This design comes from an exercise in tuning for small area, a short achievable clock period and few clock cycles per item on the open sky130 flow, not from production work.
RTL that was checked went through simulation tests only; none was proved equivalent to the original.
Only the layout flow was run in runs 1 and 2; the RTL was not checked for function there.

===== design/flow/constraint.sdc =====
create_clock -name core_clock -period 5.0 [get_ports {clk}]
set_input_delay 1.0000 -clock core_clock [delete_from_list [all_inputs] [get_ports {clk}]]
set_output_delay 1.0000 -clock core_clock [all_outputs]
set_load 0.01 [all_outputs]

===== design/flow/run.sh =====
#!/bin/bash
# synth_recipe.tcl (not shown) runs the flow's synth.tcl, then flattens the netlist and writes it again
# the make line also repeats each setting of config.mk as NAME=value (left out here)
make -C /OpenROAD-flow-scripts/flow DESIGN_CONFIG=/design/flow/config.mk WORK_HOME=/design/flow/orfs CLKGATE_MAP_FILE= SYNTH_SCRIPT=/design/flow/synth_recipe.tcl finish

===== design/flow/design.v =====
`timescale 1ns / 1ps
module valid_ready_FF #(
    parameter DATA_WIDTH = 128
)
(
    input clk,
    input reset,
    input                   i_valid,
    output                  i_ready,
    input  [DATA_WIDTH-1:0] i_data,
    output reg                  o_valid,
    input                       o_ready,
    output reg [DATA_WIDTH-1:0] o_data
);
    assign i_ready = o_ready | ~o_valid;
    always @(posedge clk) begin
        if(reset) begin
            o_valid <= 1'b0;
            o_data  <= 'd0;
        end
        else if(i_ready) begin
            o_valid <= i_valid;
            o_data  <= i_data;
        end
    end
endmodule
`timescale 1ns / 1ps
`timescale 1ns / 1ps
module dct_4x4_core (
    input          clk,
    input          reset,
    input          i_valid,
    output         i_ready,
    input  [255:0] i_data,
    output         o_valid,
    input          o_ready,
    output [255:0] o_data
);
    reg  [2:1] v;
    wire en = o_ready | ~v[2];
    assign i_ready = en;
    assign o_valid = v[2];
    always @(posedge clk) begin
        if (reset)
            v <= 2'd0;
        else if (en)
            v <= {v[1:1], i_valid};
    end
    wire signed [8:0] x00 = {1'b0, i_data[240 +: 8]};
    wire signed [8:0] x01 = {1'b0, i_data[224 +: 8]};
    wire signed [8:0] x02 = {1'b0, i_data[208 +: 8]};
    wire signed [8:0] x03 = {1'b0, i_data[192 +: 8]};
    wire signed [8:0] x10 = {1'b0, i_data[176 +: 8]};
    wire signed [8:0] x11 = {1'b0, i_data[160 +: 8]};
    wire signed [8:0] x12 = {1'b0, i_data[144 +: 8]};
    wire signed [8:0] x13 = {1'b0, i_data[128 +: 8]};
    wire signed [8:0] x20 = {1'b0, i_data[112 +: 8]};
    wire signed [8:0] x21 = {1'b0, i_data[96 +: 8]};
    wire signed [8:0] x22 = {1'b0, i_data[80 +: 8]};
    wire signed [8:0] x23 = {1'b0, i_data[64 +: 8]};
    wire signed [8:0] x30 = {1'b0, i_data[48 +: 8]};
    wire signed [8:0] x31 = {1'b0, i_data[32 +: 8]};
    wire signed [8:0] x32 = {1'b0, i_data[16 +: 8]};
    wire signed [8:0] x33 = {1'b0, i_data[0 +: 8]};
    wire signed [9:0] s03_0 = x00 + x30;
    wire signed [9:0] s12_0 = x10 + x20;
    wire signed [8:0] d03_0 = x00 - x30;
    wire signed [8:0] d12_0 = x10 - x20;
    wire signed [9:0] s03_1 = x01 + x31;
    wire signed [9:0] s12_1 = x11 + x21;
    wire signed [8:0] d03_1 = x01 - x31;
    wire signed [8:0] d12_1 = x11 - x21;
    wire signed [9:0] s03_2 = x02 + x32;
    wire signed [9:0] s12_2 = x12 + x22;
    wire signed [8:0] d03_2 = x02 - x32;
    wire signed [8:0] d12_2 = x12 - x22;
    wire signed [9:0] s03_3 = x03 + x33;
    wire signed [9:0] s12_3 = x13 + x23;
    wire signed [8:0] d03_3 = x03 - x33;
    wire signed [8:0] d12_3 = x13 - x23;
    wire signed [10:0] r00 = s03_0 + s12_0;
    wire signed [9:0] r20 = s03_0 - s12_0;
    wire signed [10:0] r10 = (d03_0 <<< 1) + d12_0;
    wire signed [10:0] r30 = d03_0 - (d12_0 <<< 1);
    wire signed [10:0] r01 = s03_1 + s12_1;
    wire signed [9:0] r21 = s03_1 - s12_1;
    wire signed [10:0] r11 = (d03_1 <<< 1) + d12_1;
    wire signed [10:0] r31 = d03_1 - (d12_1 <<< 1);
    wire signed [10:0] r02 = s03_2 + s12_2;
    wire signed [9:0] r22 = s03_2 - s12_2;
    wire signed [10:0] r12 = (d03_2 <<< 1) + d12_2;
    wire signed [10:0] r32 = d03_2 - (d12_2 <<< 1);
    wire signed [10:0] r03 = s03_3 + s12_3;
    wire signed [9:0] r23 = s03_3 - s12_3;
    wire signed [10:0] r13 = (d03_3 <<< 1) + d12_3;
    wire signed [10:0] r33 = d03_3 - (d12_3 <<< 1);
    wire signed [11:0] S03_0 = r00 + r03;
    wire signed [11:0] S12_0 = r01 + r02;
    wire signed [10:0] D03_0 = r00 - r03;
    wire signed [10:0] D12_0 = r01 - r02;
    wire signed [11:0] S03_1 = r10 + r13;
    wire signed [11:0] S12_1 = r11 + r12;
    wire signed [11:0] D03_1 = r10 - r13;
    wire signed [11:0] D12_1 = r11 - r12;
    wire signed [10:0] S03_2 = r20 + r23;
    wire signed [10:0] S12_2 = r21 + r22;
    wire signed [10:0] D03_2 = r20 - r23;
    wire signed [10:0] D12_2 = r21 - r22;
    wire signed [11:0] S03_3 = r30 + r33;
    wire signed [11:0] S12_3 = r31 + r32;
    wire signed [11:0] D03_3 = r30 - r33;
    wire signed [11:0] D12_3 = r31 - r32;
    reg [10:0] S03_0_q;
    always @(posedge clk) if (en) S03_0_q <= S03_0[10:0];
    wire signed [11:0] S03_0_r = {1'b0, S03_0_q};
    reg [10:0] S12_0_q;
    always @(posedge clk) if (en) S12_0_q <= S12_0[10:0];
    wire signed [11:0] S12_0_r = {1'b0, S12_0_q};
    reg signed [10:0] D03_0_q;
    always @(posedge clk) if (en) D03_0_q <= D03_0;
    wire signed [10:0] D03_0_r = D03_0_q;
    reg signed [10:0] D12_0_q;
    always @(posedge clk) if (en) D12_0_q <= D12_0;
    wire signed [10:0] D12_0_r = D12_0_q;
    reg signed [11:0] S03_1_q;
    always @(posedge clk) if (en) S03_1_q <= S03_1;
    wire signed [11:0] S03_1_r = S03_1_q;
    reg signed [11:0] S12_1_q;
    always @(posedge clk) if (en) S12_1_q <= S12_1;
    wire signed [11:0] S12_1_r = S12_1_q;
    reg signed [11:0] D03_1_q;
    always @(posedge clk) if (en) D03_1_q <= D03_1;
    wire signed [11:0] D03_1_r = D03_1_q;
    reg signed [11:0] D12_1_q;
    always @(posedge clk) if (en) D12_1_q <= D12_1;
    wire signed [11:0] D12_1_r = D12_1_q;
    reg signed [10:0] S03_2_q;
    always @(posedge clk) if (en) S03_2_q <= S03_2;
    wire signed [10:0] S03_2_r = S03_2_q;
    reg signed [10:0] S12_2_q;
    always @(posedge clk) if (en) S12_2_q <= S12_2;
    wire signed [10:0] S12_2_r = S12_2_q;
    reg signed [10:0] D03_2_q;
    always @(posedge clk) if (en) D03_2_q <= D03_2;
    wire signed [10:0] D03_2_r = D03_2_q;
    reg signed [10:0] D12_2_q;
    always @(posedge clk) if (en) D12_2_q <= D12_2;
    wire signed [10:0] D12_2_r = D12_2_q;
    reg signed [11:0] S03_3_q;
    always @(posedge clk) if (en) S03_3_q <= S03_3;
    wire signed [11:0] S03_3_r = S03_3_q;
    reg signed [11:0] S12_3_q;
    always @(posedge clk) if (en) S12_3_q <= S12_3;
    wire signed [11:0] S12_3_r = S12_3_q;
    reg signed [11:0] D03_3_q;
    always @(posedge clk) if (en) D03_3_q <= D03_3;
    wire signed [11:0] D03_3_r = D03_3_q;
    reg signed [11:0] D12_3_q;
    always @(posedge clk) if (en) D12_3_q <= D12_3;
    wire signed [11:0] D12_3_r = D12_3_q;
    wire signed [12:0] z00 = S03_0_r + S12_0_r;
    wire signed [11:0] z02 = S03_0_r - S12_0_r;
    wire signed [12:0] z01 = (D03_0_r <<< 1) + D12_0_r;
    wire signed [12:0] z03 = D03_0_r - (D12_0_r <<< 1);
    wire signed [12:0] z10 = S03_1_r + S12_1_r;
    wire signed [12:0] z12 = S03_1_r - S12_1_r;
    wire signed [13:0] z11 = (D03_1_r <<< 1) + D12_1_r;
    wire signed [13:0] z13 = D03_1_r - (D12_1_r <<< 1);
    wire signed [11:0] z20 = S03_2_r + S12_2_r;
    wire signed [11:0] z22 = S03_2_r - S12_2_r;
    wire signed [12:0] z21 = (D03_2_r <<< 1) + D12_2_r;
    wire signed [12:0] z23 = D03_2_r - (D12_2_r <<< 1);
    wire signed [12:0] z30 = S03_3_r + S12_3_r;
    wire signed [12:0] z32 = S03_3_r - S12_3_r;
    wire signed [13:0] z31 = (D03_3_r <<< 1) + D12_3_r;
    wire signed [13:0] z33 = D03_3_r - (D12_3_r <<< 1);
    wire signed [15:0] y00 = z00 <<< 2;
    wire signed [15:0] y01_t = (z01 <<< 2) + z01;
    wire signed [14:0] y01 = y01_t >>> 1;
    wire signed [14:0] y02 = z02 <<< 2;
    wire signed [15:0] y03_t = (z03 <<< 2) + z03;
    wire signed [14:0] y03 = y03_t >>> 1;
    wire signed [15:0] y10_t = (z10 <<< 2) + z10;
    wire signed [14:0] y10 = y10_t >>> 1;
    wire signed [15:0] y11_t = (z11 <<< 1) + z11;
    wire signed [14:0] y11 = y11_t >>> 1;
    wire signed [15:0] y12_t = (z12 <<< 2) + z12;
    wire signed [14:0] y12 = y12_t >>> 1;
    wire signed [15:0] y13_t = (z13 <<< 1) + z13;
    wire signed [14:0] y13 = y13_t >>> 1;
    wire signed [14:0] y20 = z20 <<< 2;
    wire signed [15:0] y21_t = (z21 <<< 2) + z21;
    wire signed [14:0] y21 = y21_t >>> 1;
    wire signed [14:0] y22 = z22 <<< 2;
    wire signed [15:0] y23_t = (z23 <<< 2) + z23;
    wire signed [14:0] y23 = y23_t >>> 1;
    wire signed [15:0] y30_t = (z30 <<< 2) + z30;
    wire signed [14:0] y30 = y30_t >>> 1;
    wire signed [15:0] y31_t = (z31 <<< 1) + z31;
    wire signed [14:0] y31 = y31_t >>> 1;
    wire signed [15:0] y32_t = (z32 <<< 2) + z32;
    wire signed [14:0] y32 = y32_t >>> 1;
    wire signed [15:0] y33_t = (z33 <<< 1) + z33;
    wire signed [14:0] y33 = y33_t >>> 1;
    reg [13:0] y00_q;
    always @(posedge clk) if (en) y00_q <= y00[13:0];
    wire signed [14:0] y00_r = {1'b0, y00_q};
    reg signed [13:0] y01_q;
    always @(posedge clk) if (en) y01_q <= y01;
    wire signed [13:0] y01_r = y01_q;
    reg signed [13:0] y02_q;
    always @(posedge clk) if (en) y02_q <= y02;
    wire signed [13:0] y02_r = y02_q;
    reg signed [13:0] y03_q;
    always @(posedge clk) if (en) y03_q <= y03;
    wire signed [13:0] y03_r = y03_q;
    reg signed [13:0] y10_q;
    always @(posedge clk) if (en) y10_q <= y10;
    wire signed [13:0] y10_r = y10_q;
    reg signed [13:0] y11_q;
    always @(posedge clk) if (en) y11_q <= y11;
    wire signed [13:0] y11_r = y11_q;
    reg signed [13:0] y12_q;
    always @(posedge clk) if (en) y12_q <= y12;
    wire signed [13:0] y12_r = y12_q;
    reg signed [13:0] y13_q;
    always @(posedge clk) if (en) y13_q <= y13;
    wire signed [13:0] y13_r = y13_q;
    reg signed [13:0] y20_q;
    always @(posedge clk) if (en) y20_q <= y20;
    wire signed [13:0] y20_r = y20_q;
    reg signed [13:0] y21_q;
    always @(posedge clk) if (en) y21_q <= y21;
    wire signed [13:0] y21_r = y21_q;
    reg signed [13:0] y22_q;
    always @(posedge clk) if (en) y22_q <= y22;
    wire signed [13:0] y22_r = y22_q;
    reg signed [13:0] y23_q;
    always @(posedge clk) if (en) y23_q <= y23;
    wire signed [13:0] y23_r = y23_q;
    reg signed [13:0] y30_q;
    always @(posedge clk) if (en) y30_q <= y30;
    wire signed [13:0] y30_r = y30_q;
    reg signed [13:0] y31_q;
    always @(posedge clk) if (en) y31_q <= y31;
    wire signed [13:0] y31_r = y31_q;
    reg signed [13:0] y32_q;
    always @(posedge clk) if (en) y32_q <= y32;
    wire signed [13:0] y32_r = y32_q;
    reg signed [13:0] y33_q;
    always @(posedge clk) if (en) y33_q <= y33;
    wire signed [13:0] y33_r = y33_q;
    assign o_data[240 +: 16] = y00_r;
    assign o_data[224 +: 16] = y01_r;
    assign o_data[208 +: 16] = y02_r;
    assign o_data[192 +: 16] = y03_r;
    assign o_data[176 +: 16] = y10_r;
    assign o_data[160 +: 16] = y11_r;
    assign o_data[144 +: 16] = y12_r;
    assign o_data[128 +: 16] = y13_r;
    assign o_data[112 +: 16] = y20_r;
    assign o_data[96 +: 16] = y21_r;
    assign o_data[80 +: 16] = y22_r;
    assign o_data[64 +: 16] = y23_r;
    assign o_data[48 +: 16] = y30_r;
    assign o_data[32 +: 16] = y31_r;
    assign o_data[16 +: 16] = y32_r;
    assign o_data[0 +: 16] = y33_r;
endmodule

===== design/flow/config.mk =====
export PLATFORM = sky130hd
export DESIGN_NAME = dct_4x4_core
export DESIGN_NICKNAME = dct_4x4_core
export VERILOG_FILES = /design/flow/design.v
export SDC_FILE = /design/flow/constraint.sdc
export NUM_CORES = 4
export LEC_CHECK = 0
export CAP_MARGIN = 20
export CORE_MARGIN = 2
export CORE_UTILIZATION = 40
export PLACE_DENSITY = 0.6
export SETUP_SLACK_MARGIN = 0.8
export SLEW_MARGIN = 20

==> metrics.csv, run 1 <==
stage,metric,value,unit
outcome,status,finished clean,
logic_synthesis,syn_area,43500,um^2
placement,placed_area,55600,um^2
drt,first_pass_iters,5,
drt,drt.antenna.violating_nets,0,
logic_synthesis,synth_seq_cells,392,
min_path,min_to,v[2],
drt,routed.top_layer,met5,
logic_synthesis,postSynthCellCount,4698,
floorplanning,core,108000,um^2
drt,vias,38147,
floorplanning,die_area,111000,um^2
worst_setup_path,reg2reg_setup_slack,970,ps
drt,drt_wl_total,129000,um
logic_synthesis,ys.flop_type,edfxtp_1,
min_path,hold_path_class,reg2reg,
layout,fill_cells,9059,
grt,grt_first_pass_wirelength,195000,um
grt,grt_overflow,0,
logic_synthesis,ys_top_cells_by_area,"edfxtp_1 (27%), ha_1 (22%), xnor2_1 (7.9%)",
clock_network,clk_latency,650,ps
sta,hold_viol,0,
logic_synthesis,netlist.area_leader.share,0.269,
placement,dp_slack,-642,ps
worst_setup_path,worstReg2RegStart,S03_3_q[0],
clock_network,cts_buffer_depth,3,
drt,drc,0,
layout,fin_area,63500,um^2
worst_setup_path,startpoint_type,input pin,
sta,period_minus_slack,4310,ps
worst_setup_path,crit_arrival,4760,ps
worst_setup_path,startpoint,i_data[192],
sta,fmax,0.232,GHz
sta,tightest_slew,980,ps
floorplanning,die_x,334,um
worst_setup_path,crit_family,simple AND/OR/NAND/NOR gates,
worst_setup_path,worstReg2RegEnd,y31_q[13],
drt,post_drt_wl_per_cell,17.3,um
worst_setup_path,crit_fanout,5,
clock_network,clkTransAtPathRegs,60,ps
logic_synthesis,synth_top_area_cell,edfxtp_1,
logic_synthesis,yosys.cell_types.count,81,
floorplanning,die_h,334,um
drt,met3_length,6740,um
layout,fin_nets,7152,
worst_setup_path,slowest_stage,nor4_1,
worst_setup_path,max_stage_delay,600,ps
drt,dr_wl_met2,59500,um
layout,drive_gt1_frac,0.327,
logic_synthesis,ys_top_cells_by_count,"ha_1 (780), inv_1 (624), xnor2_1 (394), edfxtp_1 (390), a21oi_1 (379)",
logic_synthesis,yosysWarnings,1,
logic_synthesis,synth_most_common_cell,ha_1,
clock_network,cts_made_buffers,50,
logic_synthesis,synth.yosys.seq_area_share,0.270,
clock_network,cts_tree,done,
worst_setup_path,cpMostUsedCell,ha_4,
grt,antenna_found_initial,34,
min_path,worst_hold_startpoint,v[1],
floorplanning,initial_core_util,0.404,
sta,slew_headroom,0.347,
grt,grt_max_degree,139,
drt,met1_length,60900,um
grt,first_global_vias,36486,
min_path,min_delay_path_depth,2,
job,drv_cap,0,
worst_setup_path,path_cells,"buf_2, inv_2, ha_4, inv_2, fa_2, a21oi_2, nor2_1, nor2_1, xnor2_1, buf_4, buf_6, ha_4, nand2b_1, o21a_1, o211a_1, or3_4, ha_4, nor4_1, a2111oi_4, o311ai_2",
worst_setup_path,end_kind,flop,
drt,vias_per_cell,5.10,
logic_synthesis,synth_edf_count,390,
worst_setup_path,cp.required,5450,ps
sta,worst_slack,691,ps
sta,skew,37.9,ps
floorplanning,std_cell_rows,120,
floorplanning,io_pins,518,
logic_synthesis,syn_avg_cell_area,9.26,um^2
grt,grt_usage,0.219,
placement,place_congestion,0.921,
sta,finalMaxSlewViolations,0,
placement,dp_hpwl,103000,um
worst_setup_path,r2r_cells,14,
sta,setup_viol,0,
sta,grt_setup_unrepaired,yes,
clock_network,clkSinkCount,392,
logic_synthesis,synthArstFlopShare,0,
worst_setup_path,critical_path_class,in2reg,
placement,io_buffer_count,379,
sta,timing.final.crit_share,0.862,
clock_network,htreeDepth,2,
worst_setup_path,critPathBufInv,5,
clock_network,cts-root-buf,clkbuf_16,
drt,first_iter_violations,1968,
layout,utilization,0.591,
layout,area_delta_synth_final,46.1,%
[final cells by class]
class / instances / area [um^2] / area share
antenna: 6 / 15.0 / 0.000236
clock buffer: 54 / 1290 / 0.0203
clock inverter: 33 / 320 / 0.00504
inverter: 626 / 2420 / 0.0381
multi-input combinational: 3572 / 34300 / 0.540
sequential: 392 / 11800 / 0.185
tap: 1403 / 1760 / 0.0276
timing repair buffer: 1398 / 11700 / 0.183
[cell usage in the layout, fill, tap and decap left out, types with 19 or more instances in the layout]
cell,instances
o21ai_2,20
inv_1,529
xnor2_1,312
fa_2,25
buf_6,71
xor2_2,19
nor2_2,23
o31a_1,22
nor3_1,105
xnor2_2,68
buf_4,947
clkbuf_16,51
dlygate4sd2_1,20
ha_1,615
a31oi_1,25
nand3_1,49
ha_4,139
nand2b_1,52
a21oi_4,22
a21oi_1,257
edfxtp_1,390
xor2_1,141
a21o_1,86
and2_1,20
nor2_1,311
ha_2,26
clkdlybuf4s50_1,286
o21ba_2,20
clkbuf_2,29
o21ai_0,115
fa_1,47
nand2_1,130
inv_2,72
nor2b_1,53
o21a_1,81
o21bai_1,100
a21oi_2,100
o211ai_1,23
and3_1,23
o21ai_1,37
[worst max-delay path by stage]
stage | end | slack, ps | depth (start not counted)
6_report | S03_1_q[10] | 690 | 20
5_1_grt | S03_1_q[10] | 570 | 20
4_1_cts | S03_1_q[10] | 670 | 19
3_5_place_dp | S03_1_q[10] | -640 | 19
3_3_place_gp | S03_1_q[10] | -640 | 19
2_1_floorplan | S03_1_q[10] | 180 | 17
[cell families after synthesis]
family / share of synthesized area
AO/OA/AOI/OAI: 0.179
AND/OR/NAND/NOR: 0.104
adder cells (fa/ha/maj): 0.258
buffers and inverters: 0.0680
XOR/XNOR: 0.117
flip-flops: 0.270
multiplexers: 0.00420
other: 0.0000862
[timing repair]
item,4_1_cts,5_1_grt
endpoints found under the setup margin,99,95
resized for setup,583,615
buffers inserted,99,84
cloned,0,0
hold buffers,0,0
pin swaps,268,349
[tightest hold or removal path, stage by stage (launching register included)]
cell	delay [ps]
dfxtp_1	310
inv_1	50
a21oi_1	50
[routing by layer]
layer | global-route usage | vias to the layer above
li1 | - | 19112
met5 | 0 | -
met3 | 0.0277 | 135
met1 | 0.313 | 18153
met2 | 0.359 | 735
met4 | 0.0372 | 12
[stage by stage]
stage,hold slack (ps),cells,TNS (ps)
after floorplan,419,4707,0
after global placement,429,7208,-18420
after detailed placement,439,7208,-19750
after CTS,448,7394,0
after global routing,466,7478,0
final,451,7484,0
==> run 2: changes to the inputs <==
==> design/flow/flow/run.sh (new file) <==
#!/bin/bash
# Layout flow: the standard ORFS flow (standard.sh), with two synthesis
# changes so that ABC maps the whole datapath for a delay target:
#  - Yosys's full/half-adder extraction is skipped (ADDER_MAP_FILE empty);
#  - ABC runs flow/abc_speed.script (delay-targeted map) in place of ORFS's
#    abc_speed.script, through a copy of ORFS's scripts folder that differs
#    only in that file.
# Synthesis is otherwise synth_recipe.tcl unchanged (same registers and names);
# floorplan to final layout is standard.sh unchanged.
set -euo pipefail
S="$PWD/scripts_abc"
rm -rf "$S"
cp -r "$FLOW_HOME/scripts" "$S"
cp flow/abc_speed.script "$S/abc_speed.script"
bash standard.sh SCRIPTS_DIR="$S" ADDER_MAP_FILE= synth > synth.log 2>&1
bash standard.sh > layout.log 2>&1
==> design/flow/flow/abc_speed.script (new file) <==
strash
dch
map -D 2500
topo
buffer -c
upsize -c -D 2500
dnsize -c -D 2500
==> design/flow/standard.sh (new file) <==
#!/bin/bash
# synth_recipe.tcl (not shown) runs the flow's synth.tcl, then flattens the netlist and writes it again
# the make line also repeats each setting of config.mk as NAME=value (left out here)
make -C /OpenROAD-flow-scripts/flow DESIGN_CONFIG=/design/flow/config.mk WORK_HOME=/design/flow/orfs CLKGATE_MAP_FILE= SYNTH_SCRIPT=/design/flow/synth_recipe.tcl "${@:-finish}"
--- a/design/flow/config.mk
+++ b/design/flow/config.mk
@@ -11,3 +11,3 @@
 export PLACE_DENSITY = 0.6
-export SETUP_SLACK_MARGIN = 0.8
+export SETUP_SLACK_MARGIN = 1.6
 export SLEW_MARGIN = 20
removed: design/flow/run.sh
==> run 2 against run 1 <==
Effect of this change: fmax up 14%; setup slack better by 520 ps; largest cell class unchanged; non-clock buffer count fell by 103; still clean.
==> metrics.csv, run 2 <==
stage,metric,value,unit,change
outcome,status,finished clean,,
clock_network,cts-root-buf,clkbuf_16,,
drt,first_pass_iters,7,,+2
logic_synthesis,synthArstFlopShare,0,,unchanged
sta,worst_slack,1210,ps,+517 ps
floorplanning,std_cell_rows,113,,-5.8%
logic_synthesis,synth.yosys.seq_area_share,0.307,,+0.0370
logic_synthesis,synth_top_area_cell,edfxtp_1,,
grt,grt_overflow,0,,unchanged
logic_synthesis,synth_most_common_cell,nand2_1,,
sta,fmax,0.264,GHz,+14%
sta,hold_slack,456,ps,+5.03 ps
grt,antenna_found_initial,22,,-35%
floorplanning,initial_core_util,0.403,,-0.00128
floorplanning,die_h,313,um,-6.1%
grt,grt_usage,0.246,,+0.0265
worst_setup_path,crit_fanout,4,,-1
logic_synthesis,synth_edf_count,390,,unchanged
min_path,hold_path_class,reg2reg,,
logic_synthesis,postSynthCellCount,5711,,+22%
drt,drt_wl_total,135000,um,+4.4%
placement,dp_hpwl,96600,um,-6.1%
drt,vias_per_cell,4.97,,-2.5%
sta,tightest_slew,827,ps,-153 ps
clock_network,clkSinkCount,392,,unchanged
logic_synthesis,ys_top_cells_by_count,"nand2_1 (1411), nor2_1 (1115), inv_1 (855), edfxtp_1 (390), xor2_1 (315)",,
logic_synthesis,netlist.area_leader.share,0.306,,+0.0368
logic_synthesis,ys.flop_type,edfxtp_1,,
logic_synthesis,syn_avg_cell_area,6.70,um^2,-28%
logic_synthesis,syn_area,38200,um^2,-12%
clock_network,cts_buffer_depth,3,,unchanged
worst_setup_path,cp.required,5370,ps,-80 ps
logic_synthesis,yosys.cell_types.count,95,,+17%
drt,post_drt_wl_per_cell,16.2,um,-6.2%
layout,layout_common_cells,"nand2_1 (870), nor2_1 (833), buf_4 (761)",,
sta,timing.final.crit_share,0.758,,-0.103
layout,final_common_cell,nand2_1,,
clock_network,clk_latency,610,ps,-40 ps
floorplanning,die_area,98100,um^2,-12%
grt,grt_first_pass_wirelength,192000,um,-1.6%
drt,drt.antenna.violating_nets,0,,unchanged
sta,slew_headroom,0.449,,+0.102
worst_setup_path,end_kind,flop,,
clock_network,clkTransAtPathRegs,70,ps,about the same
worst_setup_path,crit_arrival,4160,ps,-600 ps
logic_synthesis,ys_top_cells_by_area,"edfxtp_1 (31%), nand2_1 (14%), nor2_1 (11%)",,
job,drv_cap,0,,unchanged
layout,fin_nets,7277,,+1.7%
sta,skew,19.5,ps,-18.3 ps
clock_network,htreeDepth,2,,unchanged
drt,vias,41363,,+8.4%
placement,dp_slack,-2.97,ps,+639 ps
clock_network,cts_tree,done,,
layout,drive_gt1_frac,0.442,,+0.114
floorplanning,die_x,313,um,-6.1%
drt,first_iter_violations,2699,,+37%
sta,finalMaxSlewViolations,0,,unchanged
logic_synthesis,synth_seq_cells,392,,unchanged
clock_network,cts_made_buffers,47,,-6.0%
placement,io_buffer_count,379,,unchanged
layout,area_delta_synth_final,60.1,%,
sta,hold_viol,0,,unchanged
worst_setup_path,critical_path_class,in2reg,,
sta,period_minus_slack,3790,ps,-517 ps
worst_setup_path,startpoint_type,input pin,,
logic_synthesis,yosysWarnings,1,,unchanged
sta,grt_setup_unrepaired,yes,,
grt,grt_max_degree,136,,-2.2%
floorplanning,io_pins,518,,unchanged
placement,place_congestion,0.957,,+3.9%
grt,first_global_vias,37132,,+1.8%
sta,setup_viol,0,,unchanged
drt,drc,0,,unchanged
floorplanning,core,94900,um^2,-12%
==> run 2: what timing repair did <==
item,CTS,global route
hold buffers,0,0
endpoints found under the hold margin,0,0
endpoints found under the setup margin,169,159
buffers inserted,412,269
resized for setup,1354,1237
pin swaps,572,657
==> run 2: cells by family (layout without fill, tap and decap cells) <==
logic type,after synthesis,after routing,synth area share
AO/OA/AOI/OAI,754,754,0.135
adder cells (fa/ha/maj),9,9,0.00252
buffers and inverters,969,2302,0.0995
XOR/XNOR,472,472,0.112
other,1,17,0.0000980
AND/OR/NAND/NOR,3114,3114,0.344
flip-flops,392,392,0.307
==> run 2: cell type report <==
cell class                      count  area (um^2)
Sequential cell                   392        11800
Clock buffer                       53         1200
Tap cell                         1265         1580
Timing Repair Buffer             1295        11300
Fill cell                        7950        33600
Antenna cell                        7         17.5
Clock inverter                     32          274
Inverter                          922         3610
Multi-Input combinational cell   4359        31500
==> run 2: worst max-delay path, stage by stage <==
cell and delay, ps:
buf_6 100, buf_12 130, inv_12 50, nand2_4 40, maj3_2 320, o21ai_4 100
buf_12 140, xor2_4 260, buf_6 160, nand2_8 50, nand2_2 70, nor2_1 40
nand2_1 110, nand3_4 120, a31oi_4 220, o21a_1 160, or2_1 130, nand2_2 70
nand2_2 80, nand2_1 50, o21a_1 200, buf_4 140, buf_6 110, xnor2_2 120
buf_6 140
==> run 2: per-stage QoR <==
stage,TNS (ps),cell area (um^2),utilization,cells
finish,0,61200,0.646,8325
global route,0,61200,0.645,8321
CTS,0,54300,0.572,8049
detailed placement,-2.97,46000,0.485,7552
global placement,0,46000,0.485,7552
floorplan,-938220,39100,-,5720
==> run 2: worst paths after layout <==
| kind | depth (start not counted) | slack (ps) | end | startpoint |
|---|---|---|---|---|
| max | 25 | 1210 | D12_3_q[9] | i_data[97] |
| min | 2 | 460 | v[2] | v[1] |
| max reg2reg | 21 | 1420 | y12_q[13] | S03_1_q[1] |
| min reg2reg | 2 | 460 | v[2] | v[1] |
==> run 2: routing by layer <==
layer | up-vias | share of wire | GRT usage
met1 | 19561 | 0.44 | 0.336
met3 | 207 | 0.061 | 0.0423
met2 | 991 | 0.48 | 0.403
met5 | - | 0.00039 | 0
li1 | 20596 | - | -
met4 | 8 | 0.024 | 0.0610
==> run 3: changes to the inputs <==
--- a/design/flow/design.v
+++ b/design/flow/design.v
@@ -38,11 +38,11 @@
 );
-    reg  [2:1] v;
-    wire en = o_ready | ~v[2];
+    reg  [3:1] v;
+    wire en = o_ready | ~v[3];
     assign i_ready = en;
-    assign o_valid = v[2];
+    assign o_valid = v[3];
     always @(posedge clk) begin
         if (reset)
-            v <= 2'd0;
+            v <= 3'd0;
         else if (en)
-            v <= {v[1:1], i_valid};
+            v <= {v[2:1], i_valid};
     end
@@ -80,18 +80,66 @@
     wire signed [8:0] d12_3 = x13 - x23;
-    wire signed [10:0] r00 = s03_0 + s12_0;
-    wire signed [9:0] r20 = s03_0 - s12_0;
-    wire signed [10:0] r10 = (d03_0 <<< 1) + d12_0;
-    wire signed [10:0] r30 = d03_0 - (d12_0 <<< 1);
-    wire signed [10:0] r01 = s03_1 + s12_1;
-    wire signed [9:0] r21 = s03_1 - s12_1;
-    wire signed [10:0] r11 = (d03_1 <<< 1) + d12_1;
-    wire signed [10:0] r31 = d03_1 - (d12_1 <<< 1);
-    wire signed [10:0] r02 = s03_2 + s12_2;
-    wire signed [9:0] r22 = s03_2 - s12_2;
-    wire signed [10:0] r12 = (d03_2 <<< 1) + d12_2;
-    wire signed [10:0] r32 = d03_2 - (d12_2 <<< 1);
-    wire signed [10:0] r03 = s03_3 + s12_3;
-    wire signed [9:0] r23 = s03_3 - s12_3;
-    wire signed [10:0] r13 = (d03_3 <<< 1) + d12_3;
-    wire signed [10:0] r33 = d03_3 - (d12_3 <<< 1);
+    reg [8:0] s03_0_q;
+    always @(posedge clk) if (en) s03_0_q <= s03_0[8:0];
+    wire signed [9:0] s03_0_r = {1'b0, s03_0_q};
+    reg [8:0] s12_0_q;
+    always @(posedge clk) if (en) s12_0_q <= s12_0[8:0];
+    wire signed [9:0] s12_0_r = {1'b0, s12_0_q};
+    reg signed [8:0] d03_0_q;
+    always @(posedge clk) if (en) d03_0_q <= d03_0;
+    wire signed [8:0] d03_0_r = d03_0_q;
+    reg signed [8:0] d12_0_q;
+    always @(posedge clk) if (en) d12_0_q <= d12_0;
+    wire signed [8:0] d12_0_r = d12_0_q;
+    reg [8:0] s03_1_q;
+    always @(posedge clk) if (en) s03_1_q <= s03_1[8:0];
+    wire signed [9:0] s03_1_r = {1'b0, s03_1_q};
+    reg [8:0] s12_1_q;
+    always @(posedge clk) if (en) s12_1_q <= s12_1[8:0];
+    wire signed [9:0] s12_1_r = {1'b0, s12_1_q};
+    reg signed [8:0] d03_1_q;
+    always @(posedge clk) if (en) d03_1_q <= d03_1;
+    wire signed [8:0] d03_1_r = d03_1_q;
+    reg signed [8:0] d12_1_q;
+    always @(posedge clk) if (en) d12_1_q <= d12_1;
+    wire signed [8:0] d12_1_r = d12_1_q;
+    reg [8:0] s03_2_q;
+    always @(posedge clk) if (en) s03_2_q <= s03_2[8:0];
+    wire signed [9:0] s03_2_r = {1'b0, s03_2_q};
+    reg [8:0] s12_2_q;
+    always @(posedge clk) if (en) s12_2_q <= s12_2[8:0];
+    wire signed [9:0] s12_2_r = {1'b0, s12_2_q};
+    reg signed [8:0] d03_2_q;
+    always @(posedge clk) if (en) d03_2_q <= d03_2;
+    wire signed [8:0] d03_2_r = d03_2_q;
+    reg signed [8:0] d12_2_q;
+    always @(posedge clk) if (en) d12_2_q <= d12_2;
+    wire signed [8:0] d12_2_r = d12_2_q;
+    reg [8:0] s03_3_q;
+    always @(posedge clk) if (en) s03_3_q <= s03_3[8:0];
+    wire signed [9:0] s03_3_r = {1'b0, s03_3_q};
+    reg [8:0] s12_3_q;
+    always @(posedge clk) if (en) s12_3_q <= s12_3[8:0];
+    wire signed [9:0] s12_3_r = {1'b0, s12_3_q};
+    reg signed [8:0] d03_3_q;
+    always @(posedge clk) if (en) d03_3_q <= d03_3;
+    wire signed [8:0] d03_3_r = d03_3_q;
+    reg signed [8:0] d12_3_q;
+    always @(posedge clk) if (en) d12_3_q <= d12_3;
+    wire signed [8:0] d12_3_r = d12_3_q;
+    wire signed [10:0] r00 = s03_0_r + s12_0_r;
+    wire signed [9:0] r20 = s03_0_r - s12_0_r;
+    wire signed [10:0] r10 = (d03_0_r <<< 1) + d12_0_r;
+    wire signed [10:0] r30 = d03_0_r - (d12_0_r <<< 1);
+    wire signed [10:0] r01 = s03_1_r + s12_1_r;
+    wire signed [9:0] r21 = s03_1_r - s12_1_r;
+    wire signed [10:0] r11 = (d03_1_r <<< 1) + d12_1_r;
+    wire signed [10:0] r31 = d03_1_r - (d12_1_r <<< 1);
+    wire signed [10:0] r02 = s03_2_r + s12_2_r;
+    wire signed [9:0] r22 = s03_2_r - s12_2_r;
+    wire signed [10:0] r12 = (d03_2_r <<< 1) + d12_2_r;
+    wire signed [10:0] r32 = d03_2_r - (d12_2_r <<< 1);
+    wire signed [10:0] r03 = s03_3_r + s12_3_r;
+    wire signed [9:0] r23 = s03_3_r - s12_3_r;
+    wire signed [10:0] r13 = (d03_3_r <<< 1) + d12_3_r;
+    wire signed [10:0] r33 = d03_3_r - (d12_3_r <<< 1);
     wire signed [11:0] S03_0 = r00 + r03;
==> design/flow/run.sh (new file) <==
#!/bin/bash
# synth_recipe.tcl (not shown) runs the flow's synth.tcl, then flattens the netlist and writes it again
# the make line also repeats each setting of config.mk as NAME=value (left out here)
make -C /OpenROAD-flow-scripts/flow DESIGN_CONFIG=/design/flow/config.mk WORK_HOME=/design/flow/orfs CLKGATE_MAP_FILE= SYNTH_SCRIPT=/design/flow/synth_recipe.tcl finish
--- a/design/flow/config.mk
+++ b/design/flow/config.mk
@@ -11,3 +11,3 @@
 export PLACE_DENSITY = 0.6
-export SETUP_SLACK_MARGIN = 1.6
+export SETUP_SLACK_MARGIN = 0.8
 export SLEW_MARGIN = 20
removed: design/flow/flow/run.sh
removed: design/flow/flow/abc_speed.script
removed: design/flow/standard.sh
==> run 3 against run 2 <==
Effect of this change: register-to-register slack worse by 460 ps; first-iteration DRC count is 30% lower; clock skew is 7.3 ps higher; synthesized area is 21% higher.
==> metrics.csv, run 3 <==
stage,metric,value,unit,change
outcome,status,finished clean,,
sta,tns,0,ps,unchanged
drt,drc,0,,unchanged
worst_setup_path,worstReg2RegEnd,y32_q[12],,
layout,area_delta_synth_final,17.6,%,
sta,worst_slack,961,ps,-248 ps
clock_network,clk_latency,640,ps,+30 ps
placement,io_buffer_count,379,,unchanged
grt,antenna_found_initial,35,,+59%
worst_setup_path,reg2reg_setup_slack,960,ps,-460 ps
sta,slew_headroom,0.364,,-0.0854
worst_setup_path,critical_path_class,reg2reg,,
clock_network,clkSinkCount,529,,+35%
clock_network,htreeDepth,3,,+1
grt,first_global_vias,32049,,-14%
worst_setup_path,path_cells,"ha_2, fa_1, nor2b_1, o21ai_1, a21oi_1, o21ai_1, a21oi_1, o21ai_1, nand2_1, xnor2_2, ha_2, nor2_1, nor2_1, o41ai_2, or4b_1, nand3_2, o31ai_1, a211o_1",,
logic_synthesis,synthArstFlopShare,0,,unchanged
sta,skew,26.8,ps,+7.26 ps
clock_network,cts_buffer_depth,3,,unchanged
drt,post_drt_wl_per_cell,16.9,um,+4.2%
min_path,hold_path_class,reg2reg,,
worst_setup_path,slowest_stage,or4b_1,,
logic_synthesis,synth_most_common_cell,ha_1,,
logic_synthesis,syn_area,46100,um^2,+21%
logic_synthesis,synth_top_area_cell,edfxtp_1,,
sta,timing.final.crit_share,0.808,,+0.0496
logic_synthesis,ys_top_cells_by_count,"ha_1 (769), inv_1 (752), edfxtp_1 (526), a21oi_1 (419), xnor2_1 (383)",,
worst_setup_path,startpoint_type,flop,,
worst_setup_path,max_stage_delay,530,ps,+210 ps
sta,fmax,0.248,GHz,-6.1%
sta,hold_viol,0,,unchanged
sta,tightest_slew,955,ps,+128 ps
drt,first_iter_violations,1894,,-30%
worst_setup_path,end_kind,flop,,
logic_synthesis,netlist.area_leader.share,0.342,,+0.0363
grt,grt_first_pass_wirelength,173000,um,-10%
sta,grt_setup_unrepaired,yes,,
logic_synthesis,yosysWarnings,1,,unchanged
drt,drt.antenna.violating_nets,0,,unchanged
logic_synthesis,syn_avg_cell_area,9.84,um^2,+47%
worst_setup_path,cpMostUsedCell,o21ai_1,,
job,drv_cap,0,,unchanged
worst_setup_path,crit_fanout,3,,-1
logic_synthesis,ys_top_cells_by_area,"edfxtp_1 (34%), ha_1 (21%), xnor2_1 (7.3%)",,
sta,hold_slack,446,ps,-9.97 ps
drt,vias_per_cell,4.99,,+0.43%
worst_setup_path,worstReg2RegStart,S12_3_q[0],,
floorplanning,initial_core_util,0.403,,about the same
floorplanning,core,114000,um^2,+21%
layout,fin_nets,6205,,-15%
placement,dp_hpwl,92600,um,-4.2%
logic_synthesis,synth_seq_cells,529,,+35%
worst_setup_path,r2r_cells,18,,-14%
floorplanning,std_cell_rows,124,,+9.7%
sta,period_minus_slack,4040,ps,+248 ps
clock_network,clkTransAtPathRegs,70,ps,about the same
sta,setup_viol,0,,unchanged
floorplanning,die_area,118000,um^2,+20%
floorplanning,die_x,344,um,+9.7%
floorplanning,die_h,344,um,+9.7%
logic_synthesis,postSynthCellCount,4686,,-18%
grt,grt_max_degree,158,,+16%
worst_setup_path,startpoint,S12_3_q[0],,
layout,drive_gt1_frac,0.0411,,-0.401
clock_network,cts_tree,done,,
logic_synthesis,synth_edf_count,526,,+35%
worst_setup_path,crit_arrival,4410,ps,+250 ps
logic_synthesis,yosys.cell_types.count,87,,-8.4%
grt,grt_overflow,0,,unchanged
logic_synthesis,ys.flop_type,edfxtp_1,,
worst_setup_path,critPathCapture,y32_q[12],,
floorplanning,io_pins,518,,unchanged
layout,layout_common_cells,"ha_1 (766), inv_1 (752), edfxtp_1 (526)",,
drt,vias,33287,,-20%
clock_network,cts-root-buf,clkbuf_16,,
clock_network,cts_made_buffers,66,,+40%
drt,first_pass_iters,6,,-1
worst_setup_path,cp.required,5370,ps,about the same
placement,dp_slack,732,ps,+735 ps
drt,drt_wl_total,113000,um,-17%
grt,grt_usage,0.187,,-0.0589
layout,final_common_cell,ha_1,,
placement,place_congestion,0.889,,-7.1%
sta,finalMaxSlewViolations,0,,unchanged
logic_synthesis,synth.yosys.seq_area_share,0.344,,+0.0365
-- run 3: area by class of cell --
class	count	area, um^2
clock buffers	77	1740
flip-flops and latches	529	15900
repair buffers	405	4040
diodes	5	12.5
multi-input cells	3345	27300
fillers	10655	60100
inverters	753	2830
clock inverters	45	598
well taps	1512	1890
-- run 3: worst max-delay path: cells and delay by family, from the launching register on --
kind,cells,cell delay (ps)
xor+xnor,1,90
fa+ha+maj,3,1000
simple gates,6,1070
compound gates,8,1140
flops,1,470
-- run 3: logic make-up after synthesis --
family,count (synthesis),share of synthesized area
compound gates,1151,0.158
fa+ha+maj,845,0.242
buf+inv,821,0.0708
simple gates,799,0.0821
flops,529,0.344
xor+xnor,522,0.0996
mux,18,0.00393
other cells,1,0.0000813
-- run 3: per-stage QoR --
step                       util  std cells  instance area, um^2
final                     0.474       6671                54200
after global placement    0.450       6524                51500
after detailed placement  0.450       6524                51500
after floorplan               -       4695                46200
after global routing      0.474       6667                54200
after CTS                 0.471       6648                53900
-- run 3: routing by layer --
metal | up-vias | global-route usage | wire length (um)
li1 | 16928 | - | -
met1 | 15497 | 0.261 | 53200
met2 | 678 | 0.296 | 49300
met3 | 164 | 0.0365 | 7460
met4 | 20 | 0.0491 | 2550
met5 | - | 0 | 116
-- run 3: timing repair --
item,CTS,global route
gates resized for setup,2,62
setup buffers,2,18
hold endpoints to repair,0,0
pin swaps,0,17
endpoints found under the setup margin,4,33
hold buffers,0,0
-- run 3: worst min-delay path by stage --
stage / start / to / slack, ps / depth (start not counted)
finish: v[2] / v[3] / 450 / 2
global route: v[2] / v[3] / 470 / 2
CTS: v[2] / v[3] / 450 / 2
detailed placement: v[2] / v[3] / 440 / 2
global placement: v[2] / v[3] / 440 / 2
floorplan: v[2] / v[3] / 420 / 2
Testbench counts of run 3, summed over its fixed seeds: cycles 2,072, items 2,048.
==> run 4: changes to the inputs <==
--- a/design/flow/config.mk
+++ b/design/flow/config.mk
@@ -11,3 +11,3 @@
 export PLACE_DENSITY = 0.6
-export SETUP_SLACK_MARGIN = 0.8
+export SETUP_SLACK_MARGIN = 1.8
 export SLEW_MARGIN = 20
==> run 4 against run 3 <==
Effect of this change: synthesized area unchanged; fmax rose by 0.88%; register-to-register slack gained 40 ps; largest cell class unchanged; highest routed layer unchanged.
==> metrics.csv, run 4 <==
stage,metric,value,unit,change
floorplanning,die_h,344,um,unchanged
layout,utilization,0.564,,+0.0896
clock_network,cts-root-buf,clkbuf_16,,
sta,period_minus_slack,4000,ps,-35.2 ps
sta,skew,33.0,ps,+6.24 ps
logic_synthesis,postSynthCellCount,4686,,unchanged
worst_setup_path,worstReg2RegEnd,y32_q[12],,
floorplanning,core,114000,um^2,unchanged
worst_setup_path,critical_path_class,reg2reg,,
layout,area_delta_synth_final,39.8,%,
clock_network,clk_latency,660,ps,+20 ps
worst_setup_path,crit_arrival,4390,ps,-20 ps
worst_setup_path,max_stage_delay,500,ps,-30 ps
worst_setup_path,cpMostUsedCell,o21ai_2,,
worst_setup_path,worstReg2RegStart,S12_3_q[0],,
logic_synthesis,synth_seq_cells,529,,unchanged
outcome,status,finished clean,,
placement,dp_slack,928,ps,+196 ps
clock_network,hold_buffers,0,,unchanged
clock_network,cts_buffer_depth,3,,unchanged
worst_setup_path,r2r_cells,19,,+1
logic_synthesis,synth.yosys.seq_area_share,0.344,,unchanged
min_path,hold_path_class,reg2reg,,
worst_setup_path,path_cells,"buf_6, ha_4, fa_2, nor2b_1, o21ai_2, a21oi_2, o21ai_2, a21oi_2, o21ai_2, nand2_1, xnor2_2, ha_4, buf_6, o41ai_4, buf_4, nand4b_1, nand3_4, and4bb_2, a211o_1",,
layout,final_common_cell,inv_1,,
worst_setup_path,end_kind,flop,,
logic_synthesis,synthArstFlopShare,0,,unchanged
drt,drc,0,,unchanged
sta,hold_slack,453,ps,+7.04 ps
logic_synthesis,netlist.area_leader.share,0.342,,unchanged
drt,first_iter_violations,2066,,+9.1%
logic_synthesis,yosysWarnings,1,,unchanged
grt,grt_overflow,0,,unchanged
grt,grt_first_pass_wirelength,186000,um,+7.9%
floorplanning,std_cell_rows,124,,unchanged
drt,vias_per_cell,5.04,,+0.97%
floorplanning,die_x,344,um,unchanged
placement,place_congestion,0.900,,+1.2%
job,drv_cap,0,,unchanged
clock_network,cts_made_buffers,66,,unchanged
worst_setup_path,critPathCapture,y32_q[12],,
placement,io_buffer_count,379,,unchanged
layout,fin_nets,6715,,+8.2%
floorplanning,io_pins,518,,unchanged
grt,grt_max_degree,159,,+0.63%
worst_setup_path,crit_fanout,4,,+1
layout,fin_area,64500,um^2,+19%
clock_network,cts_tree,done,,
worst_setup_path,critPathBufInv,3,,+3
worst_setup_path,startpoint_type,flop,,
drt,drt_wl_total,130000,um,+15%
logic_synthesis,ys.flop_type,edfxtp_1,,
worst_setup_path,startpoint,S12_3_q[0],,
clock_network,htreeDepth,3,,unchanged
clock_network,clkSinkCount,529,,unchanged
sta,grt_setup_unrepaired,yes,,
floorplanning,initial_core_util,0.403,,unchanged
floorplanning,die_area,118000,um^2,unchanged
drt,vias,36216,,+8.8%
worst_setup_path,slowest_stage,edfxtp_1,,
logic_synthesis,ys_top_cells_by_count,"ha_1 (769), inv_1 (752), edfxtp_1 (526), a21oi_1 (419), xnor2_1 (383)",,
worst_setup_path,crit_family,compound AO/OA/AOI/OAI gates,,
grt,antenna_found_initial,32,,-8.6%
grt,first_global_vias,34533,,+7.8%
placement,placed_area,51900,um^2,+0.69%
grt,grt_usage,0.202,,+0.0153
sta,slew_headroom,0.343,,-0.0203
drt,first_pass_iters,7,,+1
logic_synthesis,syn_avg_cell_area,9.84,um^2,unchanged
logic_synthesis,synth_top_area_cell,edfxtp_1,,
drt,drt.antenna.violating_nets,0,,unchanged
sta,fmax,0.250,GHz,+0.88%
placement,dp_hpwl,93200,um,+0.62%
drt,post_drt_wl_per_cell,18.0,um,+6.9%
layout,layout_common_cells,"inv_1 (676), ha_1 (625), edfxtp_1 (526)",,
worst_setup_path,reg2reg_setup_slack,1000,ps,+40 ps
sta,setup_viol,0,,unchanged
clock_network,clkTransAtPathRegs,60,ps,about the same
sta,worst_slack,996,ps,+35.2 ps
sta,hold_viol,0,,unchanged
logic_synthesis,ys_top_cells_by_area,"edfxtp_1 (34%), ha_1 (21%), xnor2_1 (7.3%)",,
worst_setup_path,cp.required,5390,ps,+20 ps
sta,finalMaxSlewViolations,0,,unchanged
layout,drive_gt1_frac,0.289,,+0.248
logic_synthesis,synth_edf_count,526,,unchanged
sta,tightest_slew,985,ps,+30.4 ps
logic_synthesis,yosys.cell_types.count,87,,unchanged
logic_synthesis,syn_area,46100,um^2,unchanged
sta,timing.final.crit_share,0.801,,-0.00704
logic_synthesis,synth_most_common_cell,ha_1,,
worst_setup_path,worst-path-stages,19,,+1
-- run 4: cell counts after synthesis --
Identical to the previous run, type by type.
-- run 4: worst min path at each step --
stage          endpoint  startpoint  slack (ps)  cells past startpoint
2_1_floorplan      v[3]        v[2]         420                      2
3_3_place_gp       v[3]        v[2]         440                      2
3_5_place_dp       v[3]        v[2]         450                      2
4_1_cts            v[3]        v[2]         460                      2
5_1_grt            v[3]        v[2]         500                      2
6_report           v[3]        v[2]         450                      2
-- run 4: metal layers --
metal	track usage	part of all wire	vias to the layer above
met5	0	0.0011	-
met4	0.0520	0.019	24
met3	0.0444	0.065	162
met2	0.329	0.47	756
met1	0.272	0.44	17321
li1	-	-	17953
-- run 4: cells by family (layout without fill, tap and decap cells) --
kind of cell,count (synthesis),count (layout),synth area share
compound gates,1151,1151,0.158
xor+xnor,522,522,0.0996
simple gates,799,800,0.0821
flops,529,529,0.344
fa+ha+maj,845,845,0.242
buf+inv,821,1788,0.0708
other cells,1,23,0.0000813
mux,18,18,0.00393
-- run 4: area by class of cell --
cell class | instances | area (um^2)
antenna | 13 | 32.5
clock inverter | 50 | 693
fill | 9506 | 49900
clock buffer | 71 | 1670
multi-input combinational | 3346 | 33100
inverter | 753 | 2880
tap | 1512 | 1890
sequential | 529 | 15900
timing repair buffer | 914 | 8340
-- run 4: per-stage QoR --
step,std cells,setup TNS (ps)
CTS,6986,0
detailed placement,6526,0
finish,7188,0
global route,7179,0
floorplan,4695,-93820
global placement,6526,0
-- run 4: worst reg2reg max path, cell delays in order, from the launching register on --
cell	delay (ps)
edfxtp_1	500
buf_6	170
ha_4	150
fa_2	340
nor2b_1	170
o21ai_2	90
a21oi_2	190
o21ai_2	90
a21oi_2	170
o21ai_2	80
nand2_1	120
xnor2_2	100
ha_4	190
buf_6	120
o41ai_4	380
buf_4	180
nand4b_1	160
nand3_4	110
and4bb_2	230
a211o_1	220
-- run 4: what timing repair did --
action                                  in CTS  in global routing
buffers inserted                           338                189
gates cloned                                 1                  0
gates resized for setup                    632                681
endpoints found under the setup margin     137                162
pin swaps                                  369                521
==> run 5: changes to the inputs <==
==> design/flow/flow/run.sh (new file) <==
#!/bin/bash
# Layout flow: the standard ORFS flow (standard.sh), with two synthesis
# changes so that ABC maps the whole datapath for a delay target:
#  - Yosys's full/half-adder extraction is skipped (ADDER_MAP_FILE empty);
#  - ABC runs flow/abc_speed.script (delay-targeted map) in place of ORFS's
#    abc_speed.script, through a copy of ORFS's scripts folder that differs
#    only in that file.
# Synthesis is otherwise synth_recipe.tcl unchanged (same registers and names);
# floorplan to final layout is standard.sh unchanged.
set -euo pipefail
S="$PWD/scripts_abc"
rm -rf "$S"
cp -r "$FLOW_HOME/scripts" "$S"
cp flow/abc_speed.script "$S/abc_speed.script"
bash standard.sh SCRIPTS_DIR="$S" ADDER_MAP_FILE= synth > synth.log 2>&1
bash standard.sh > layout.log 2>&1
==> design/flow/flow/abc_speed.script (new file) <==
strash
dch
map -D 2500
topo
buffer -c
upsize -c -D 2500
dnsize -c -D 2500
==> design/flow/standard.sh (new file) <==
#!/bin/bash
# synth_recipe.tcl (not shown) runs the flow's synth.tcl, then flattens the netlist and writes it again
# the make line also repeats each setting of config.mk as NAME=value (left out here)
make -C /OpenROAD-flow-scripts/flow DESIGN_CONFIG=/design/flow/config.mk WORK_HOME=/design/flow/orfs CLKGATE_MAP_FILE= SYNTH_SCRIPT=/design/flow/synth_recipe.tcl "${@:-finish}"
--- a/design/flow/config.mk
+++ b/design/flow/config.mk
@@ -11,3 +11,3 @@
 export PLACE_DENSITY = 0.6
-export SETUP_SLACK_MARGIN = 1.8
+export SETUP_SLACK_MARGIN = 0.8
 export SLEW_MARGIN = 20
removed: design/flow/run.sh
==> run 5 against run 4 <==
Effect of this change: still clean; synthesized cell count grew 28%; critical path depth shrank 4; setup slack gained 210 ps; cell area shrank 23%; first-iteration DRC count grew 16%; routed wire length shrank 12%; largest cell class unchanged.
==> metrics.csv, run 5 <==
stage,metric,value,unit,change
outcome,status,finished clean,,
floorplanning,die_h,328,um,-4.6%
clock_network,cts_made_buffers,67,,+1.5%
placement,placed_area,47200,um^2,-9.1%
worst_setup_path,crit_fanout,6,,+2
worst_setup_path,critical_path_class,reg2reg,,
drt,post_drt_wl_per_cell,14.6,um,-19%
drt,vias_per_cell,4.72,,-6.3%
clock_network,cts_buffer_depth,3,,unchanged
placement,io_buffer_count,379,,unchanged
drt,drc,0,,unchanged
grt,first_global_vias,34005,,-1.5%
grt,antenna_found_initial,31,,-3.1%
logic_synthesis,syn_area,41900,um^2,-9.1%
layout,instances_no_fill,7841,,+9.1%
clock_network,post_cts_buffers,0,,-100%
sta,finalMaxSlewViolations,0,,unchanged
drt,vias,37032,,+2.3%
placement,dp_hpwl,94600,um,+1.5%
layout,fin_area,49300,um^2,-23%
sta,fmax,0.263,GHz,+5.5%
min_path,hold_path_class,reg2reg,,
floorplanning,die_area,107000,um^2,-9.0%
sta,slew_headroom,0.325,,-0.0179
grt,grt_first_pass_wirelength,177000,um,-5.0%
job,drv_cap,0,,unchanged
clock_network,hold_buffers,0,,unchanged
layout,final_common_cell,nor2_1,,
worst_setup_path,crit_arrival,4140,ps,-250 ps
sta,setup_viol,0,,unchanged
worst_setup_path,path_cells,"inv_1, nor2_1, a21oi_1, inv_1, a21oi_1, nor2_1, nor2_1, inv_1, a31oi_1, or2_2, nand2_1, a21oi_1, nor2_1, a311oi_1, xor2_1",,
sta,timing.final.crit_share,0.759,,-0.0417
sta,skew,23.3,ps,-9.78 ps
sta,hold_viol,0,,unchanged
clock_network,cts_tree,done,,
logic_synthesis,ys_top_cells_by_area,"edfxtp_1 (38%), nor2_1 (15%), inv_1 (10%)",,
logic_synthesis,ys_top_cells_by_count,"nor2_1 (1694), inv_1 (1128), nand2_1 (871), edfxtp_1 (526), xor2_1 (384)",,
worst_setup_path,max_stage_delay,790,ps,+290 ps
worst_setup_path,critPathBufInv,3,,unchanged
clock_network,htreeDepth,3,,unchanged
worst_setup_path,crit_family,compound AO/OA/AOI/OAI gates,,
layout,layout_common_cells,"nor2_1 (1693), inv_1 (1127), nand2_1 (871)",,
floorplanning,io_pins,518,,unchanged
logic_synthesis,yosys.cell_types.count,77,,-11%
layout,area_delta_synth_final,17.7,%,
floorplanning,std_cell_rows,118,,-4.8%
grt,grt_max_degree,145,,-8.8%
layout,drive_gt1_frac,0.0475,,-0.242
worst_setup_path,slowest_stage,a311oi_1,,
drt,first_iter_violations,2400,,+16%
clock_network,clkSinkCount,529,,unchanged
drt,drt.antenna.violating_nets,0,,unchanged
sta,grt_setup_unrepaired,no,,
logic_synthesis,yosysWarnings,1,,unchanged
worst_setup_path,cpMostUsedCell,nor2_1,,
floorplanning,core,104000,um^2,-9.2%
sta,period_minus_slack,3800,ps,-208 ps
worst_setup_path,end_kind,flop,,
logic_synthesis,synth_edf_count,526,,unchanged
logic_synthesis,syn_avg_cell_area,6.98,um^2,-29%
clock_network,clkTransAtPathRegs,60,ps,about the same
grt,grt_overflow,0,,unchanged
logic_synthesis,postSynthCellCount,6004,,+28%
grt,grt_usage,0.210,,+0.00734
drt,drt_wl_total,114000,um,-12%
floorplanning,die_x,328,um,-4.6%
drt,first_pass_iters,6,,-1
floorplanning,initial_core_util,0.404,,+0.000434
worst_setup_path,cp.required,5350,ps,-40 ps
logic_synthesis,ys.flop_type,edfxtp_1,,
sta,tightest_slew,1010,ps,+26.8 ps
worst_setup_path,startpoint_type,flop,,
logic_synthesis,netlist.area_leader.share,0.377,,+0.0344
clock_network,postCtsResizedCells,0,,-100%
layout,fill_cells,10326,,+8.6%
placement,placedCellCount,7717,,+18%
sta,hold_slack,463,ps,+10.2 ps
logic_synthesis,synth_most_common_cell,nor2_1,,
logic_synthesis,synth.yosys.seq_area_share,0.378,,+0.0345
logic_synthesis,synth_seq_cells,529,,unchanged
clock_network,cts-root-buf,clkbuf_16,,
placement,place_congestion,0.928,,+3.2%
logic_synthesis,synthArstFlopShare,0,,unchanged
layout,fin_nets,6666,,-0.73%
clock_network,clk_latency,640,ps,-20 ps
logic_synthesis,synth_top_area_cell,edfxtp_1,,
run 5: cell count changes after synthesis, moves of 76 or more:
cell,delta
a21o_1,-110
fa_1,-76
ha_1,-769
inv_1,+376
nand2_1,+749
nand3_1,+133
nor2_1,+1341
o21bai_1,-184
xnor2_1,-247
xor2_1,+248
run 5: layer usage:
metal,vias up,part of all wire,track usage
met3,139,0.061,0.0405
li1,19640,-,-
met2,720,0.44,0.332
met5,-,0.0012,0
met1,16509,0.48,0.292
met4,24,0.024,0.0581
run 5: cell families (layout without fill, tap and decap cells):
group	Yosys count	in the layout	share of synthesized area
and+or+nand+nor	2939	2939	0.281
buffers and inverters	1226	1670	0.114
AOI/OAI and AO/OA	763	763	0.111
DFF	529	529	0.378
xor gates and xnor gates	524	524	0.110
adders and majority gates	22	22	0.00534
other	1	14	0.0000895
run 5: cell type report:
cell class | count | area, um^2 | area share
clock inverters | 46 | 453 | 0.00918
flip-flops and latches | 529 | 15900 | 0.321
clock buffers | 74 | 1720 | 0.0349
repair buffers | 387 | 3880 | 0.0786
inverters | 1163 | 4370 | 0.0886
multi-input cells | 4258 | 21300 | 0.432
diodes | 4 | 10.0 | 0.000203
well taps | 1380 | 1730 | 0.0350
run 5: worst min-delay path, cell delays in order (launching register included):
cell	delay, ps
dfxtp_1	290
inv_1	60
a21oi_1	60
run 5: final timing paths:
| kind | endpoint | slack, ps | cells after the start | start |
|---|---|---|---|---|
| hold / removal | v[3] | 460 | 2 | v[2] |
| setup reg to reg | D12_1_q[10] | 1200 | 15 | s03_1_q[0] |
| hold reg to reg | v[3] | 460 | 2 | v[2] |
| setup / recovery | D12_1_q[10] | 1200 | 15 | s03_1_q[0] |
run 5: metrics by stage:
| step | TNS [ps] | setup WS, ps | util |
|---|---|---|---|
| 6_report | 0 | 1200 | 0.475 |
| 5_1_grt | 0 | 923 | 0.475 |
| 4_1_cts | 0 | 1320 | 0.475 |
| 3_5_place_dp | 0 | 1180 | 0.454 |
| 3_3_place_gp | 0 | 1210 | 0.454 |
| 2_1_floorplan | -2362680 | -4470 | - |
==> run 6: changes to the inputs <==
==> design/flow/flow/abc_speed.script (replaced) <==
strash
dch
map -D 2000
topo
buffer -c
upsize -c -D 2000
dnsize -c -D 2000
--- a/design/flow/config.mk
+++ b/design/flow/config.mk
@@ -9,5 +9,5 @@
 export CORE_MARGIN = 2
-export CORE_UTILIZATION = 40
-export PLACE_DENSITY = 0.6
-export SETUP_SLACK_MARGIN = 0.8
+export CORE_UTILIZATION = 55
+export PLACE_DENSITY = 0.7
+export SETUP_SLACK_MARGIN = 0.6
 export SLEW_MARGIN = 20
==> run 6 against run 5 <==
Effect of this change: still clean on timing, DRC and antenna; sequential share of layout area hardly changed; synthesized cell count is 0.20% higher; first-iteration DRC count is 0.63% higher; register-to-register slack better by 280 ps; critical path type unchanged; largest cell class unchanged.
==> metrics.csv, run 6 <==
stage,metric,value,unit,change
drt,drt.antenna.violating_nets,0,,unchanged
floorplanning,die_x,282,um,-14%
outcome,status,finished clean,,
min_path,hold_path_class,reg2reg,,
clock_network,clkSinkCount,529,,unchanged
worst_setup_path,worstReg2RegStart,d12_1_q[1],,
drt,met1_length,49700,um,-9.0%
logic_synthesis,synth.yosys.seq_area_share,0.372,,-0.00580
clock_network,post_cts_buffers,0,,unchanged
grt,grt_overflow,0,,unchanged
clock_network,cts_made_buffers,60,,-10%
layout,layout_common_cells,"nor2_1 (1291), nand2_1 (1279), inv_1 (1007)",,
placement,dp_hpwl,90600,um,-4.1%
worst_setup_path,worstReg2RegEnd,S12_3_q[11],,
logic_synthesis,ys_top_cells_by_area,"edfxtp_1 (37%), nor2_1 (11%), nand2_1 (11%)",,
worst_setup_path,max_stage_delay,480,ps,-310 ps
drt,dr_wl_met2,53200,um,+6.6%
job,drv_cap,0,,unchanged
grt,first_global_vias,33660,,-1.0%
worst_setup_path,path_cells,"or2_4, nand3_2, nand2_1, nand3_1, nand2_1, nand2_2, a31oi_1, or2_2, nand2_1, inv_1, nor2_1, nor2_1, o21ai_0, o21ai_1, nor3_1, nor2_1, nand2_1, o21ai_0",,
logic_synthesis,synth_edf_count,526,,unchanged
sta,finalMaxSlewViolations,0,,unchanged
sta,hold_slack,459,ps,-3.87 ps
placement,io_buffer_count,379,,unchanged
logic_synthesis,synth_most_common_cell,nor2_1,,
floorplanning,core,77100,um^2,-26%
clock_network,clkTransAtPathRegs,60,ps,about the same
drt,post_drt_wl_per_cell,14.7,um,+0.75%
logic_synthesis,ys_top_cells_by_count,"nor2_1 (1292), nand2_1 (1279), inv_1 (1008), edfxtp_1 (526), xor2_1 (362)",,
layout,area_delta_synth_final,16.1,%,
logic_synthesis,synthXorXnorAreaFrac,0.108,,-0.00175
sta,setup_viol,0,,unchanged
placement,dp_slack,1090,ps,-90.5 ps
floorplanning,die_area,79600,um^2,-26%
logic_synthesis,synth_top_family_by_area,simple AND/OR/NAND/NOR gates,,
layout,fill_cells,7004,,-32%
drt,routed.top_layer,met5,,
logic_synthesis,syn_area,42600,um^2,+1.6%
clock_network,cts_tree,done,,
worst_setup_path,crit_arrival,3790,ps,-350 ps
worst_setup_path,crit_fanout,5,,-1
logic_synthesis,synth_top_area_cell,edfxtp_1,,
clock_network,clk_latency,640,ps,about the same
worst_setup_path,cpMostUsedCell,nand2_1,,
worst_setup_path,slowest_stage,edfxtp_1,,
sta,hold_viol,0,,unchanged
logic_synthesis,yosys.cell_types.count,90,,+17%
sta,slew_headroom,0.262,,-0.0631
-- run 6: cell families after synthesis --
family | count (synthesis)
fa+ha+maj | 14
compound gates | 838
other cells | 1
buf+inv | 1087
flops | 529
simple gates | 3025
xor+xnor | 522
-- run 6: worst min-delay path by stage --
stage | endpoint | from | slack [ps]
floorplan | v[3] | v[2] | 430
global placement | v[2] | v[2] | 450
detailed placement | v[3] | v[2] | 450
CTS | v[3] | v[2] | 460
global route | v[3] | v[2] | 490
finish | v[3] | v[2] | 460
-- run 6: critical path: cells and delay by family, from the launching register on --
kind,cells,cell delay (ps)
buffers and inverters,1,60
and+or+nand+nor,13,1900
DFF,1,480
AOI/OAI and AO/OA,4,720
-- run 6: cell type report --
type / instances / area (um^2) / area share
flip-flops and latches: 529 / 15900 / 0.321
inverters: 1026 / 3850 / 0.0780
well taps: 1040 / 1300 / 0.0263
clock inverters: 46 / 498 / 0.0101
repair buffers: 386 / 3870 / 0.0784
clock buffers: 66 / 1520 / 0.0309
diodes: 7 / 17.5 / 0.000355
multi-input cells: 4409 / 22500 / 0.455
-- run 6: layer usage --
layer	GRT usage	up-vias
met3	0.0327	119
met1	0.355	16937
met4	0.0631	10
li1	-	19872
met5	0	-
met2	0.473	693

re-timing with driven ports:
The results above use ideal ports. As a check the final layouts listed here were re-extracted and re-timed, cells and wires unchanged.
Step 1: set_driving_cell puts a clkbuf_16 on clk and a buf_2 on each other input, an assumption about the parent block.
Step 2 moves the port delays by t, midway between the first and last clock arrival at a register: inputs arrive t later, outputs are due t later. That takes back most of the time a late clock gives input paths.
a / b / c = no drivers / after step 1 / after step 2; a / b = the first two.
| run | t, ns | setup slack, ns | clock arrival spread, ns | cell pins on the clock port's net |
|---|---|---|---|---|
| run 1 | 0.691 | 0.691 / 0.710 / 0.019 | 0.051 / 0.051 | 1 |
| run 2 | 0.662 | 1.209 / 1.169 / 0.507 | 0.025 / 0.024 | 1 |
| run 3 | 0.681 | 0.961 / 0.961 / 0.961 | 0.029 / 0.029 | 1 |
| run 4 | 0.712 | 0.996 / 0.996 / 0.996 | 0.034 / 0.035 | 1 |
| run 5 | 0.700 | 1.204 / 1.204 / 1.116 | 0.025 / 0.026 | 1 |
| run 6 | 0.701 | 1.489 / 1.489 / 1.147 | 0.027 / 0.027 | 1 |
After both steps setup and hold are still met in every run listed. The setup slack of run 2, which loses most, moves by -0.040 ns with the drivers and by -0.702 ns with both steps.
